Source: an optimization exercise on an open RTL-to-GDS flow (aim: small area and a short achievable clock period). Production flows keep margins and buffers that such runs may drop.
Function was checked by simulation only, so behaviour that the tests miss may differ from the original.
The clock port is modelled as an ideal driver, which makes a skipped or thinned clock tree look cheaper than it is; a real chip needs a root buffer or a tree.

==> job 4489 <==
Design fifo, start of the top module:
 module fifo #(
    parameter WIDTH = 32,
    parameter DEPTH = 16
 )
 (
    input  logic             clk_i,
    input  logic             rst_n_i,
    input  logic [WIDTH-1:0] wdata_i,
    input  logic             wr_en_i,
    output logic             full_o,
    output logic [WIDTH-1:0] rdata_o,
    input  logic             rd_en_i,
    output logic             empty_o
 );
    localparam ADDR_WIDTH = $clog2(DEPTH);
    logic [ADDR_WIDTH-1:0] rptr, wptr;
    logic full, empty;
    logic last_was_read;
    logic [WIDTH-1:0] mem [0:DEPTH-1];
    always_ff @(posedge clk_i or negedge rst_n_i) begin
        if (!rst_n_i) begin
            wptr <= 0;
        end else begin
            if (wr_en_i && !full) begin
                mem[wptr] <= wdata_i;
                wptr      <= wptr + 1'b1;
            end
        end
    end
    always_ff @(posedge clk_i or negedge rst_n_i) begin
        if (!rst_n_i) begin
            rptr <= 0;
        end else begin
            if (rd_en_i && !empty) begin
                rptr    <= rptr + 1'b1;
                rdata_o <= mem[rptr];
            end
        end
    end
    always_ff @(posedge clk_i or negedge rst_n_i) begin
        if (!rst_n_i) begin
            last_was_read <= 1;  
        end else begin
            if (rd_en_i && !empty) begin
                last_was_read <= 1;
            end else if (wr_en_i && !full) begin
                last_was_read <= 0;
            end else begin
                last_was_read <= last_was_read;
            end
        end
  ...
==> module fifo, before the edit <==
 module fifo #(
    parameter WIDTH = 32,
    parameter DEPTH = 16
 )
 (
    input  logic             clk_i,
    input  logic             rst_n_i,
    input  logic [WIDTH-1:0] wdata_i,
    input  logic             wr_en_i,
    output logic             full_o,
    output logic [WIDTH-1:0] rdata_o,
    input  logic             rd_en_i,
    output logic             empty_o
 );
    localparam ADDR_WIDTH = $clog2(DEPTH);
    logic [ADDR_WIDTH-1:0] rptr, wptr;
    logic full, empty;
    logic last_was_read;
    logic [WIDTH-1:0] mem [0:DEPTH-1];
    always_ff @(posedge clk_i or negedge rst_n_i) begin
        if (!rst_n_i) begin
            wptr <= 0;
        end else begin
            if (wr_en_i && !full) begin
                mem[wptr] <= wdata_i;
                wptr      <= wptr + 1'b1;
            end
        end
    end
    always_ff @(posedge clk_i or negedge rst_n_i) begin
        if (!rst_n_i) begin
            rptr <= 0;
        end else begin
            if (rd_en_i && !empty) begin
                rptr    <= rptr + 1'b1;
                rdata_o <= mem[rptr];
            end
        end
    end
    always_ff @(posedge clk_i or negedge rst_n_i) begin
        if (!rst_n_i) begin
            last_was_read <= 1;  
        end else begin
            if (rd_en_i && !empty) begin
                last_was_read <= 1;
            end else if (wr_en_i && !full) begin
                last_was_read <= 0;
            end else begin
                last_was_read <= last_was_read;
            end
        end
    end
    assign full    = (wptr == rptr) && !last_was_read;  
    assign empty   = (wptr == rptr) &&  last_was_read;  
    assign full_o  = full;
    assign empty_o = empty;
endmodule
Settings: LEC_CHECK=0, CAP_MARGIN=20, CORE_MARGIN=2, CORE_UTILIZATION=40, SLEW_MARGIN=20; clock period 3.2 ns.
run.sh (not shown) runs the stock make flow with config.mk's settings and CLKGATE_MAP_FILE= SYNTH_SCRIPT=/design/flow/synth_recipe.tcl, a recipe that flattens the netlist after the stock synthesis.
==> inputs of job 8192, as changes to job 4489 <==
==> flow/design.v (replaced) <==
module fifo #(
    parameter WIDTH = 32,
    parameter DEPTH = 16
)
(
    input  logic             clk_i,
    input  logic             rst_n_i,
    input  logic [WIDTH-1:0] wdata_i,
    input  logic             wr_en_i,
    output logic             full_o,
    output logic [WIDTH-1:0] rdata_o,
    input  logic             rd_en_i,
    output logic             empty_o
);
    logic [DEPTH-1:0] woh;           
    logic [DEPTH-1:0] roh;           
    logic             full_r;        
    logic             nempty_r;      
    logic             one_r;         
    logic             fifteen_r;     
    logic             full_q;        
    logic             nempty_q;      
    logic [WIDTH-1:0] mem [0:DEPTH-1];
    wire wr_acc  = wr_en_i & ~full_r;
    wire rd_acc  = rd_en_i & nempty_r;
    wire wr_only = wr_acc & ~rd_acc;
    wire rd_only = rd_acc & ~wr_acc;
    wire two      = |(woh & {roh[DEPTH-3:0], roh[DEPTH-1:DEPTH-2]});
    wire fourteen = |(roh & {woh[DEPTH-3:0], woh[DEPTH-1:DEPTH-2]});
    genvar i;
    generate
        for (i = 0; i < DEPTH; i = i + 1) begin : g_mem
            always_ff @(posedge clk_i) begin
                if (woh[i])
                    mem[i] <= wdata_i;
            end
        end
    endgenerate
    logic [WIDTH-1:0] rsel;
    always_comb begin
        rsel = '0;
        for (int k = 0; k < DEPTH; k = k + 1)
            rsel = rsel | (mem[k] & {WIDTH{roh[k]}});
    end
    always_ff @(posedge clk_i) begin
        if (rd_acc)
            rdata_o <= rsel;
    end
    always_ff @(posedge clk_i or negedge rst_n_i) begin
        if (!rst_n_i) begin
            woh <= {{(DEPTH-1){1'b0}}, 1'b1};
        end else if (full_r) begin
            if (rd_acc)
                woh <= roh;
        end else if (wr_acc) begin
            if (wr_only && fifteen_r)
                woh <= '0;
            else
                woh <= {woh[DEPTH-2:0], woh[DEPTH-1]};
        end
    end
    always_ff @(posedge clk_i or negedge rst_n_i) begin
        if (!rst_n_i)
            roh <= {{(DEPTH-1){1'b0}}, 1'b1};
        else if (rd_acc)
            roh <= {roh[DEPTH-2:0], roh[DEPTH-1]};
    end
    always_ff @(posedge clk_i or negedge rst_n_i) begin
        if (!rst_n_i) begin
            full_r    <= 1'b0;
            nempty_r  <= 1'b0;
            one_r     <= 1'b0;
            fifteen_r <= 1'b0;
        end else if (wr_only) begin
            full_r    <= fifteen_r;
            nempty_r  <= 1'b1;
            one_r     <= ~nempty_r;
            fifteen_r <= fourteen;
        end else if (rd_only) begin
            full_r    <= 1'b0;
            nempty_r  <= ~one_r;
            one_r     <= two;
            fifteen_r <= full_r;
        end
    end
    always_ff @(posedge clk_i or negedge rst_n_i) begin
        if (!rst_n_i) begin
            full_q   <= 1'b0;
            nempty_q <= 1'b0;
        end else begin
            full_q   <= (full_q & ~rd_acc) | (wr_only & fifteen_r);
            nempty_q <= wr_acc | (nempty_q & ~(rd_acc & one_r));
        end
    end
    assign full_o  = full_q;
    assign empty_o = ~nempty_q;
endmodule
==> flow/flow/run.sh (new file) <==
#!/bin/bash
# The standard layout (standard.sh) with these changes:
# - the ports get buf_2 buffers, which the resizer may then size freely
#   (MATCH_CELL_FOOTPRINT 0), instead of delay cells it may not swap;
# - timing-driven global placement weights more nets, and more strongly;
# - clock tree: sink clusters of at most 20 flip-flops within 60 um, and no
#   dummy loads;
# - after CTS the root buffer of the clock tree is removed, so the clock port
#   drives the two buffers below it directly (post_cts.tcl).
# make's output goes to make.log here; each step's log is under orfs/logs/.
set -euo pipefail
here=$(pwd)
bash standard.sh \
  "BUFFER_PORTS_ARGS=-buffer_cell sky130_fd_sc_hd__buf_2" \
  MATCH_CELL_FOOTPRINT=0 \
  "GLOBAL_PLACEMENT_ARGS=-timing_driven_net_weight_max 10 -timing_driven_nets_percentage 30" \
  "CTS_ARGS=-sink_clustering_enable -repair_clock_nets -dont_use_dummy_load -sink_clustering_size 20 -sink_clustering_max_diameter 60" \
  "POST_CTS_TCL=$here/flow/post_cts.tcl" \
  finish > "$here/make.log" 2>&1
==> flow/flow/post_cts.tcl (new file) <==
# Remove the root buffer of the clock tree: the clock port then drives the
# few buffers below it directly.
set block [ord::get_db_block]
set port_net [[$block findBTerm clk_i] getNet]
set roots {}
foreach it [$port_net getITerms] { lappend roots [$it getInst] }
puts "clock port drives [llength $roots] cells"
if {[llength $roots] == 1} {
  set root [lindex $roots 0]
  set master [[$root getMaster] getName]
  if {[string match "sky130_fd_sc_hd__clkbuf*" $master]} {
    set out_net ""
    foreach it [$root getITerms] {
      if {[$it isOutputSignal]} { set out_net [$it getNet] }
    }
    set loads {}
    foreach it [$out_net getITerms] {
      if {[$it getInst] ne $root} { lappend loads $it }
    }
    puts "root $master [$root getName] drives [llength $loads] cells"
    if {[llength $loads] <= 4} {
      foreach it $loads { $it disconnect }
      foreach it [$root getITerms] { if {[$it getNet] ne "NULL"} { $it disconnect } }
      odb::dbInst_destroy $root
      odb::dbNet_destroy $out_net
      foreach it $loads { $it connect $port_net }
      puts "removed the root clock buffer"
    }
  }
}
estimate_parasitics -placement
report_clock_latency -include_internal_latency 
==> flow/standard.sh (new file) <==
#!/bin/bash
# synth_recipe.tcl (not shown) runs the flow's synth.tcl, then flattens the netlist and writes it again
# the make line also repeats each setting of config.mk as NAME=value (left out here)
make -C /OpenROAD-flow-scripts/flow DESIGN_CONFIG=/design/flow/config.mk WORK_HOME=/design/flow/orfs CLKGATE_MAP_FILE= SYNTH_SCRIPT=/design/flow/synth_recipe.tcl "${@:-finish}"
- CORE_UTILIZATION: 40 -> 55
- SETUP_SLACK_MARGIN: default -> 1.55
removed: flow/run.sh
==> inputs of job 6611, as changes to job 4489 <==
==> flow/design.v (replaced) <==
module fifo #(
    parameter WIDTH = 32,
    parameter DEPTH = 16
)
(
    input  logic             clk_i,
    input  logic             rst_n_i,
    input  logic [WIDTH-1:0] wdata_i,
    input  logic             wr_en_i,
    output logic             full_o,
    output logic [WIDTH-1:0] rdata_o,
    input  logic             rd_en_i,
    output logic             empty_o
);
    localparam AW = $clog2(DEPTH);
    logic [AW-1:0] wptr, rptr;
    logic          full_r, empty_r;
    logic [WIDTH-1:0] mem [0:DEPTH-1];
    wire wr_acc = wr_en_i & ~full_r;
    wire rd_acc = rd_en_i & ~empty_r;
    genvar i;
    generate
        for (i = 0; i < DEPTH; i = i + 1) begin : g_mem
            always_ff @(posedge clk_i) begin
                if (wptr == i && !full_r)
                    mem[i] <= wdata_i;
            end
        end
    endgenerate
    always_ff @(posedge clk_i) begin
        if (rd_acc)
            rdata_o <= mem[rptr];
    end
    always_ff @(posedge clk_i or negedge rst_n_i) begin
        if (!rst_n_i) begin
            wptr    <= '0;
            rptr    <= '0;
            full_r  <= 1'b0;
            empty_r <= 1'b1;
        end else begin
            wptr <= wptr + {{(AW-1){1'b0}}, wr_acc};
            rptr <= rptr + {{(AW-1){1'b0}}, rd_acc};
            if (wr_acc && !rd_acc) begin
                empty_r <= 1'b0;
                full_r  <= (wptr + 1'b1 == rptr);
            end else if (rd_acc && !wr_acc) begin
                full_r  <= 1'b0;
                empty_r <= (rptr + 1'b1 == wptr);
            end
        end
    end
    assign full_o  = full_r;
    assign empty_o = empty_r;
endmodule
==> results.py <==
metrics = {
    "run_status": {
        "status": "finished clean",
    },
    "grt": {
        "grt_usage_pct": 18.43,
    },
    "layout": {
        "final_nets": 1359,
    },
    "worst_setup_path": {
        "worstPathRequired_ns": 2.56,
        "cp_cell_sequence": "xnor2_1, nand4_1, buf_4, nor2_1, clkdlybuf4s50_1",
    },
}
(the above is from job 4489)
==> results.py <==
metrics = {
    "floorplan": {
        "start_util_pct": 40.26,
    },
    "worst_setup_path": {
        "worstPathRequired_ns": 2.56,
        "cp_cell_sequence": "clkdlybuf4s50_1",
    },
    "layout": {
        "final_nets": 1382,
    },
    "synth": {
        "synth_fp_nets": 1288,
    },
    "grt": {
        "grt_usage_pct": 19.64,
    },
    "run_status": {
        "status": "finished clean",
    },
    "cts": {
        "cts-resized-gates": 0,
    },
}
(the above is from job 6611)
==> results.py <==
metrics = {
    "run_status": {
        "status": "finished clean",
    },
    "worst_setup_path": {
        "worstPathRequired_ns": 3.31,
        "critPathBufInv": 1,
        "critPathMaxStageDelay_ns": 0.59,
        "slowest_stage": "dfrtp_4",
        "cp_cell_sequence": "clkbuf_4, a22o_1, a221oi_2, nand4_1",
    },
    "layout": {
        "final_nets": 1232,
    },
    "timing": {
        "maxSlewHeadroom_pct": 41.05,
    },
}
(the above is from job 8192)

[separate check: timing with driven ports]
The results above use ideal ports. As a check the final layouts listed here were re-extracted and re-timed, cells and wires unchanged. Step 1 sets driving cells, clkbuf_16 on the clock port and buf_2 on the other inputs (assumed; they add their load-dependent delay and slew). Step 2, shift: input delay + t, output delay - t, t = (earliest + latest rising clock arrival at the registers) / 2. This alone moves slack from input paths to output paths. Slacks: ideal / step 1 / step 2; pairs: ideal / step 1.
| run | t, ns | setup slack, ns | worst data-port slew with drivers (ns) |
|---|---|---|---|
| job 4489 | 0.651 | 0.220 / 0.166 / 0.326 | 0.10 |
| job 8192 | 0.482 | 1.497 / 1.424 / 1.302 | 0.08 |
| job 6611 | 0.649 | 0.469 / 0.413 / 0.522 | 0.11 |
After both steps setup and hold are still met in every run listed. The setup slack of job 8192, which loses most, moves by -0.073 ns with the drivers and by -0.195 ns with both steps.
